What follows belongs to an exercise in optimizing a design on an open flow for small area; a production flow would make more cautious choices. Function was checked by simulation only, so behaviour that the tests miss may differ from the original. Power figures rest on the tool's default switching activity, not on a simulated workload.

==> run M <==
Design Top, start of the top module:
module Top(
input clk,
input reset,
input l_down,
input l_up,
input r_down,
input r_up,
output hsync,
output vsync,
output red0,
output red1,
output red2,
output red3,
output grn0,
output grn1,
output grn2,
output grn3,
output blu0,
output blu1,
output blu2,
output blu3
    );
    wire col;
    assign red0=col;
    assign red1=col;
    assign red2=col;
    assign red3=col;
    assign grn0=col;
    assign grn1=col;
    assign grn2=col;
    assign grn3=col;
    assign blu0=col;
    assign blu1=col;
    assign blu2=col;
    assign blu3=col;
    wire [8:0] l_pos, r_pos;
    wire [9:0] x_ball_pos, y_ball_pos;
    wire step;
    vga vga_inst(
    .clk(clk),
    .reset(reset),
    .l_pos(l_pos),
    .r_pos(r_pos),
    .x_ball_n(x_ball_pos),
    .y_ball_n(y_ball_pos),
    .step(step),
    .hsync(hsync),
    .vsync(vsync),
    .col(col)
    );
    pong pong_inst(
    .clk(clk),
    .reset(reset),
    .l_up(l_up),
    .l_down(l_down),
    .r_up(r_up),
    .r_down(r_down),
    .step(step),
    .x_ball_n(x_ball_pos),
    .y_ball_n(y_ball_pos),
    .l_pos(l_pos),
    .r_pos(r_pos)
    );
endmodule
==> module vga, before the edit <==
module vga(
input clk,
input reset,
input [8:0] l_pos,
input [8:0] r_pos,
input [9:0] x_ball_n,
input [9:0] y_ball_n,
output step,
output reg hsync,
output reg vsync,
output reg col
    );
    function [10:0] sub;
        input [9:0] a;
        input [9:0] b;
        reg c;
        integer i;
        begin
            c = 1'b1;
            for (i = 0; i < 10; i = i + 1) begin
                sub[i] = a[i] ^ b[i] ^ c;
                c = (a[i] & b[i]) | (a[i] & c) | (b[i] & c);
            end
            sub[10] = c;
        end
    endfunction
    reg [11:0] h;
    reg [9:0] v;
    wire [10:0] h2 = h[11:1];
    wire p = h[0];
    wire hend = h == 12'd2079;
    wire vend = v == 10'd665;
    balltimer bt(.clk(clk), .reset(reset), .step(step));
    wire [8:0] pad_n = h2[9] ? ~r_pos : ~l_pos;
    wire [10:0] dp = sub(v, {1'b1, pad_n});           
    wire on_pad = (h2 < 11'd76 || h2 >= 11'd836) && dp[10] && dp[9:0] < 10'd150;
    wire [10:0] dx = sub(h2[9:0], x_ball_n);           
    wire [10:0] dy = sub(v, y_ball_n);                 
    wire on_ball = dx[10] && dx[9:0] < 10'd10 && dy[10] && dy[9:0] < 10'd10;
    wire [9:0] y = v - 10'd37;
    wire on_line = h2 == 11'd456 && y[3];
    wire visible = h2 >= 11'd56 && h2 < 11'd856 && v >= 10'd37 && v < 10'd637;
    always @(posedge clk) begin
        if (reset || hend)
            h <= 12'd0;
        else
            h <= h + 1'b1;
        if (reset || (hend && vend))
            v <= 10'd0;
        else if (hend)
            v <= v + 1'b1;
        if (reset) begin
            hsync <= 1'b0;
            vsync <= 1'b0;
            col <= 1'b0;
        end else if (!p) begin
            hsync <= h2 >= 11'd856 && h2 < 11'd976;
            vsync <= v >= 10'd637 && v < 10'd643;
            col <= visible && (on_pad || on_line || on_ball);
        end
    end
endmodule
==> module pong, before the edit <==
module pong(
input clk,
input reset,
input l_up,
input l_down,
input r_up,
input r_down,
input step,
output reg [9:0] x_ball_n,
output reg [9:0] y_ball_n,
output [8:0] l_pos,
output [8:0] r_pos
    );
    wire l_up_f, l_down_f, r_up_f, r_down_f;
    stepc l_down_s(.clk(clk), .reset(reset), .en(l_down && ~l_up), .full(l_down_f));
    stepc l_up_s(.clk(clk), .reset(reset), .en(l_up && ~l_down), .full(l_up_f));
    stepc r_down_s(.clk(clk), .reset(reset), .en(r_down && ~r_up), .full(r_down_f));
    stepc r_up_s(.clk(clk), .reset(reset), .en(r_up && ~r_down), .full(r_up_f));
    paddle l_p(.clk(clk), .reset(reset), .dn(l_down_f), .up(l_up_f), .pos(l_pos));
    paddle r_p(.clk(clk), .reset(reset), .dn(r_down_f), .up(r_up_f), .pos(r_pos));
    function [10:0] sub;
        input [9:0] a;
        input [9:0] b;
        reg c;
        integer i;
        begin
            c = 1'b1;
            for (i = 0; i < 10; i = i + 1) begin
                sub[i] = a[i] ^ b[i] ^ c;
                c = (a[i] & b[i]) | (a[i] & c) | (b[i] & c);
            end
            sub[10] = c;
        end
    endfunction
    reg move_x, move_y;
    wire at_l = x_ball_n == ~10'd76;
    wire at_r = x_ball_n == ~10'd825;
    wire at_x = at_l || at_r;
    wire mx = move_x ^ at_x;
    wire my = move_y ^ (y_ball_n == ~10'd37 || y_ball_n == ~10'd626);
    wire [8:0] pad = at_r ? r_pos : l_pos;
    wire [10:0] e = sub({1'b0, pad}, y_ball_n);
    wire hit = e[10] ? e[9:0] <= 10'd10 : e[9:0] > 10'd864;
    wire miss = at_x && !hit;
    function [9:0] step1;
        input [9:0] a;
        input dn;
        reg t;
        integer i;
        begin
            t = 1'b1;
            for (i = 0; i < 10; i = i + 1) begin
                step1[i] = a[i] ^ t;
                t = t & (a[i] ^ dn);
            end
        end
    endfunction
    always @(posedge clk) begin
        if (reset) begin
            x_ball_n <= ~10'd451;
            y_ball_n <= ~10'd332;
            move_x <= 1'b0;
            move_y <= 1'b0;
        end else if (step) begin
            move_x <= mx;
            move_y <= my;
            if (miss) begin
                x_ball_n <= ~10'd451;
                y_ball_n <= ~10'd332;
            end else begin
                x_ball_n <= step1(x_ball_n, mx);
                y_ball_n <= step1(y_ball_n, my);
            end
        end
    end
endmodule
==> module Top, before the edit <==
module Top(
input clk,
input reset,
input l_down,
input l_up,
input r_down,
input r_up,
output hsync,
output vsync,
output red0,
output red1,
output red2,
output red3,
output grn0,
output grn1,
output grn2,
output grn3,
output blu0,
output blu1,
output blu2,
output blu3
    );
    wire col;
    assign red0=col;
    assign red1=col;
    assign red2=col;
    assign red3=col;
    assign grn0=col;
    assign grn1=col;
    assign grn2=col;
    assign grn3=col;
    assign blu0=col;
    assign blu1=col;
    assign blu2=col;
    assign blu3=col;
    wire [8:0] l_pos, r_pos;
    wire [9:0] x_ball_pos, y_ball_pos;
    wire step;
    vga vga_inst(
    .clk(clk),
    .reset(reset),
    .l_pos(l_pos),
    .r_pos(r_pos),
    .x_ball_n(x_ball_pos),
    .y_ball_n(y_ball_pos),
    .step(step),
    .hsync(hsync),
    .vsync(vsync),
    .col(col)
    );
    pong pong_inst(
    .clk(clk),
    .reset(reset),
    .l_up(l_up),
    .l_down(l_down),
    .r_up(r_up),
    .r_down(r_down),
    .step(step),
    .x_ball_n(x_ball_pos),
    .y_ball_n(y_ball_pos),
    .l_pos(l_pos),
    .r_pos(r_pos)
    );
endmodule
==> flow/config.mk <==
export PLATFORM = sky130hd
export DESIGN_NAME = Top
export DESIGN_NICKNAME = Top
export VERILOG_FILES = /design/flow/design.v
export SDC_FILE = /design/flow/constraint.sdc
export NUM_CORES = 4
export LEC_CHECK = 0
export CAP_MARGIN = 20
export CORE_MARGIN = 2
export CORE_UTILIZATION = 40
export SLEW_MARGIN = 20
==> flow/constraint.sdc <==
create_clock -name core_clock -period 12.0 [get_ports {clk}]
set_input_delay 2.4000 -clock core_clock [delete_from_list [all_inputs] [get_ports {clk}]]
set_output_delay 2.4000 -clock core_clock [all_outputs]
set_load 0.01 [all_outputs]
run.sh (not shown) runs the stock make flow with config.mk's settings and CLKGATE_MAP_FILE= SYNTH_SCRIPT=/design/flow/synth_recipe.tcl, a recipe that flattens the netlist after the stock synthesis.
==> inputs of run F, as changes to run M <==
--- a/flow/design.v
+++ b/flow/design.v
@@ -6,6 +6,6 @@
 input [9:0] x_ball_n,
-input [9:0] y_ball_n,
+input [9:0] y_ball_pos,
 output step,
-output reg hsync,
-output reg vsync,
+output hsync,
+output vsync,
 output reg col
@@ -19,6 +19,4 @@
             c = 1'b1;
-            for (i = 0; i < 10; i = i + 1) begin
-                sub[i] = a[i] ^ b[i] ^ c;
-                c = (a[i] & b[i]) | (a[i] & c) | (b[i] & c);
-            end
+            for (i = 0; i < 10; i = i + 1)
+                {c, sub[i]} = a[i] + b[i] + c;
             sub[10] = c;
@@ -28,2 +26,3 @@
     reg [9:0] v;
+    reg ball_v;
     wire [10:0] h2 = h[11:1];
@@ -33,8 +32,7 @@
     balltimer bt(.clk(clk), .reset(reset), .step(step));
-    wire [8:0] pad_n = h2[9] ? ~r_pos : ~l_pos;
-    wire [10:0] dp = sub(v, {1'b1, pad_n});           
-    wire on_pad = (h2 < 11'd76 || h2 >= 11'd836) && dp[10] && dp[9:0] < 10'd150;
+    wire [9:0] b = p ? y_ball_pos : {1'b0, h2[9] ? r_pos : l_pos};
+    wire [10:0] d = sub(v, ~b);                        
+    wire on_pad = (h2 < 11'd76 || h2 >= 11'd836) && d[10] && d[9:0] < 10'd150;
     wire [10:0] dx = sub(h2[9:0], x_ball_n);           
-    wire [10:0] dy = sub(v, y_ball_n);                 
-    wire on_ball = dx[10] && dx[9:0] < 10'd10 && dy[10] && dy[9:0] < 10'd10;
+    wire on_ball = dx[10] && dx[9:0] < 10'd10 && ball_v;
     wire [9:0] y = v - 10'd37;
@@ -42,2 +40,5 @@
     wire visible = h2 >= 11'd56 && h2 < 11'd856 && v >= 10'd37 && v < 10'd637;
+    assign hsync = h >= 12'd1713 && h <= 12'd1952;
+    assign vsync = (v >= 10'd637 && v < 10'd643 && !(v == 10'd637 && h == 12'd0)) ||
+                   (v == 10'd643 && h == 12'd0);
     always @(posedge clk) begin
@@ -51,11 +52,7 @@
             v <= v + 1'b1;
-        if (reset) begin
-            hsync <= 1'b0;
-            vsync <= 1'b0;
+        ball_v <= d[10] && d[9:0] < 10'd10;
+        if (reset)
             col <= 1'b0;
-        end else if (!p) begin
-            hsync <= h2 >= 11'd856 && h2 < 11'd976;
-            vsync <= v >= 10'd637 && v < 10'd643;
+        else if (!p)
             col <= visible && (on_pad || on_line || on_ball);
-        end
     end
@@ -84,3 +81,3 @@
 output reg [9:0] x_ball_n,
-output reg [9:0] y_ball_n,
+output reg [9:0] y_ball_pos,
 output [8:0] l_pos,
@@ -102,6 +99,4 @@
             c = 1'b1;
-            for (i = 0; i < 10; i = i + 1) begin
-                sub[i] = a[i] ^ b[i] ^ c;
-                c = (a[i] & b[i]) | (a[i] & c) | (b[i] & c);
-            end
+            for (i = 0; i < 10; i = i + 1)
+                {c, sub[i]} = a[i] + b[i] + c;
             sub[10] = c;
@@ -114,6 +109,6 @@
     wire mx = move_x ^ at_x;
-    wire my = move_y ^ (y_ball_n == ~10'd37 || y_ball_n == ~10'd626);
+    wire my = move_y ^ (y_ball_pos == 10'd37 || y_ball_pos == 10'd626);
     wire [8:0] pad = at_r ? r_pos : l_pos;
-    wire [10:0] e = sub({1'b0, pad}, y_ball_n);
-    wire hit = e[10] ? e[9:0] <= 10'd10 : e[9:0] > 10'd864;
+    wire [10:0] e = sub(y_ball_pos, ~{1'b0, pad});
+    wire hit = e[10] ? e[9:0] < 10'd160 : e[9:0] >= 10'd1014;
     wire miss = at_x && !hit;
@@ -135,3 +130,3 @@
             x_ball_n <= ~10'd451;
-            y_ball_n <= ~10'd332;
+            y_ball_pos <= 10'd332;
             move_x <= 1'b0;
@@ -143,6 +138,6 @@
                 x_ball_n <= ~10'd451;
-                y_ball_n <= ~10'd332;
+                y_ball_pos <= 10'd332;
             end else begin
                 x_ball_n <= step1(x_ball_n, mx);
-                y_ball_n <= step1(y_ball_n, my);
+                y_ball_pos <= step1(y_ball_pos, !my);
             end
@@ -232,3 +227,3 @@
     .x_ball_n(x_ball_pos),
-    .y_ball_n(y_ball_pos),
+    .y_ball_pos(y_ball_pos),
     .step(step),
@@ -247,3 +242,3 @@
     .x_ball_n(x_ball_pos),
-    .y_ball_n(y_ball_pos),
+    .y_ball_pos(y_ball_pos),
     .l_pos(l_pos),
==> flow/flow/run.sh (new file) <==
#!/bin/bash
# Own flow: the standard layout (standard.sh), except that ABC maps the
# combinational logic with an area-oriented script (area.abc) instead of
# ORFS's speed script. The synthesis is otherwise ORFS's synth.tcl as
# synth_recipe.tcl runs it, so registers, their names and cell types are the
# standard synthesis's.
set -euo pipefail
here=$(pwd)
mkdir -p "$here/mysynth"
# ORFS's synth.tcl with the ABC script swapped after synth_preamble.tcl
python3 - "$FLOW_HOME/scripts/synth.tcl" "$here/mysynth/synth_mod.tcl" "$here/flow/area.abc" <<'PY'
import sys
src, dst, abc = sys.argv[1:4]
s = open(src).read()
anchor = "source $::env(SCRIPTS_DIR)/synth_preamble.tcl\n"
assert s.count(anchor) == 1
s = s.replace(anchor, anchor + (
    "set abc_args [list -script {%s} {*}$lib_args {*}$lib_dont_use_args"
    " -constr $::env(OBJECTS_DIR)/abc.constr]\n" % abc), 1)
open(dst, "w").write(s)
PY
# synth_recipe.tcl, sourcing the patched synth.tcl
sed "s#source \$::env(SCRIPTS_DIR)/synth.tcl#source $here/mysynth/synth_mod.tcl#" \
    "$here/synth_recipe.tcl" > "$here/mysynth/synth_own.tcl"
grep -q "mysynth/synth_mod.tcl" "$here/mysynth/synth_own.tcl"
# CTS without dummy balancing loads; port buffers of the smallest buffer;
# no pass-through buffers from synthesis (placement is not timing driven, so
# nothing would remove them)
bash "$here/standard.sh" SYNTH_SCRIPT="$here/mysynth/synth_own.tcl" \
    "CTS_ARGS=-sink_clustering_enable -repair_clock_nets -buf_list sky130_fd_sc_hd__clkbuf_8 -dont_use_dummy_load" \
    "BUFFER_PORTS_ARGS=-buffer_cell sky130_fd_sc_hd__buf_1" SYNTH_INSBUF=0 \
    finish > "$here/flow_make.log" 2>&1
==> flow/flow/area.abc (new file) <==
strash
&get -n
&deepsyn -T 60
&put
dch -f
amap
topo
stime -c
==> flow/standard.sh (new file) <==
#!/bin/bash
# synth_recipe.tcl (not shown) runs the flow's synth.tcl, then flattens the netlist and writes it again
# the make line also repeats each setting of config.mk as NAME=value (left out here)
make -C /OpenROAD-flow-scripts/flow DESIGN_CONFIG=/design/flow/config.mk WORK_HOME=/design/flow/orfs CLKGATE_MAP_FILE= SYNTH_SCRIPT=/design/flow/synth_recipe.tcl "${@:-finish}"
CORE_UTILIZATION = 60   (was 40)
GPL_TIMING_DRIVEN = 0   (was not set)
removed: flow/run.sh
==> metrics.md <==
| Metric | Value |
|---|---|
| Status | `no timing/DRC/antenna violations` |
| Multiplexer area fraction after synthesis | `0` |
| Net Switching | `212 uW` |
| RR Startpoint | `pong_inst.x_ball_n[1]$_SDFFE_PP0P_` |
| Worst vdd ir | `0.108 mV` |
| Sequential cell area share | `0.401` |
The numbers above come from run F.

==> metrics.md <==
| Metric | Value |
|---|---|
| Worst vdd ir | `a little over 0.09 mV` |
| Min cycle time layout | `6400 ps` |
| Multiplexer area fraction after synthesis | `0.0392` |
| Number of routed nets with antenna violations | `0` |
| Sequential cell area share | `0.337` |
| Status | `no timing/DRC/antenna violations` |
| GR Overflow Total | `0` |
| Final net count | `985` |
| Net Switching | `287 uW` |
| Avg Cell Area, Syn | `8.36 sq um` |
The numbers above come from run M.

## what the ideal ports hide
No port has a modelled driver above. Below, the same layouts with a new extraction and two added sets of constraints. Step 1: set_driving_cell puts a clkbuf_16 on clk and a buf_2 on each other input, an assumption about the parent block. Step 2 also shifts input and output timing later by t, the mid clock arrival at the registers, as if the neighbouring blocks saw the same clock. Three values: no drivers, after step 1, after step 2; two values: the first two.
run | t, ns | slack for setup (ns) | hold slack, ns | latest minus earliest clock arrival (ns) | worst register clock-pin slew, ns
run M | 0.471 | 5.603 / 5.603 / 5.603 | 0.391 / 0.391 / 0.391 | 0.013 / 0.013 | 0.07 / 0.07
run F | 0.470 | 4.292 / 4.292 / 4.292 | 0.378 / 0.378 / 0.378 | 0.032 / 0.032 | 0.08 / 0.08
After both steps every run listed still meets setup and hold.
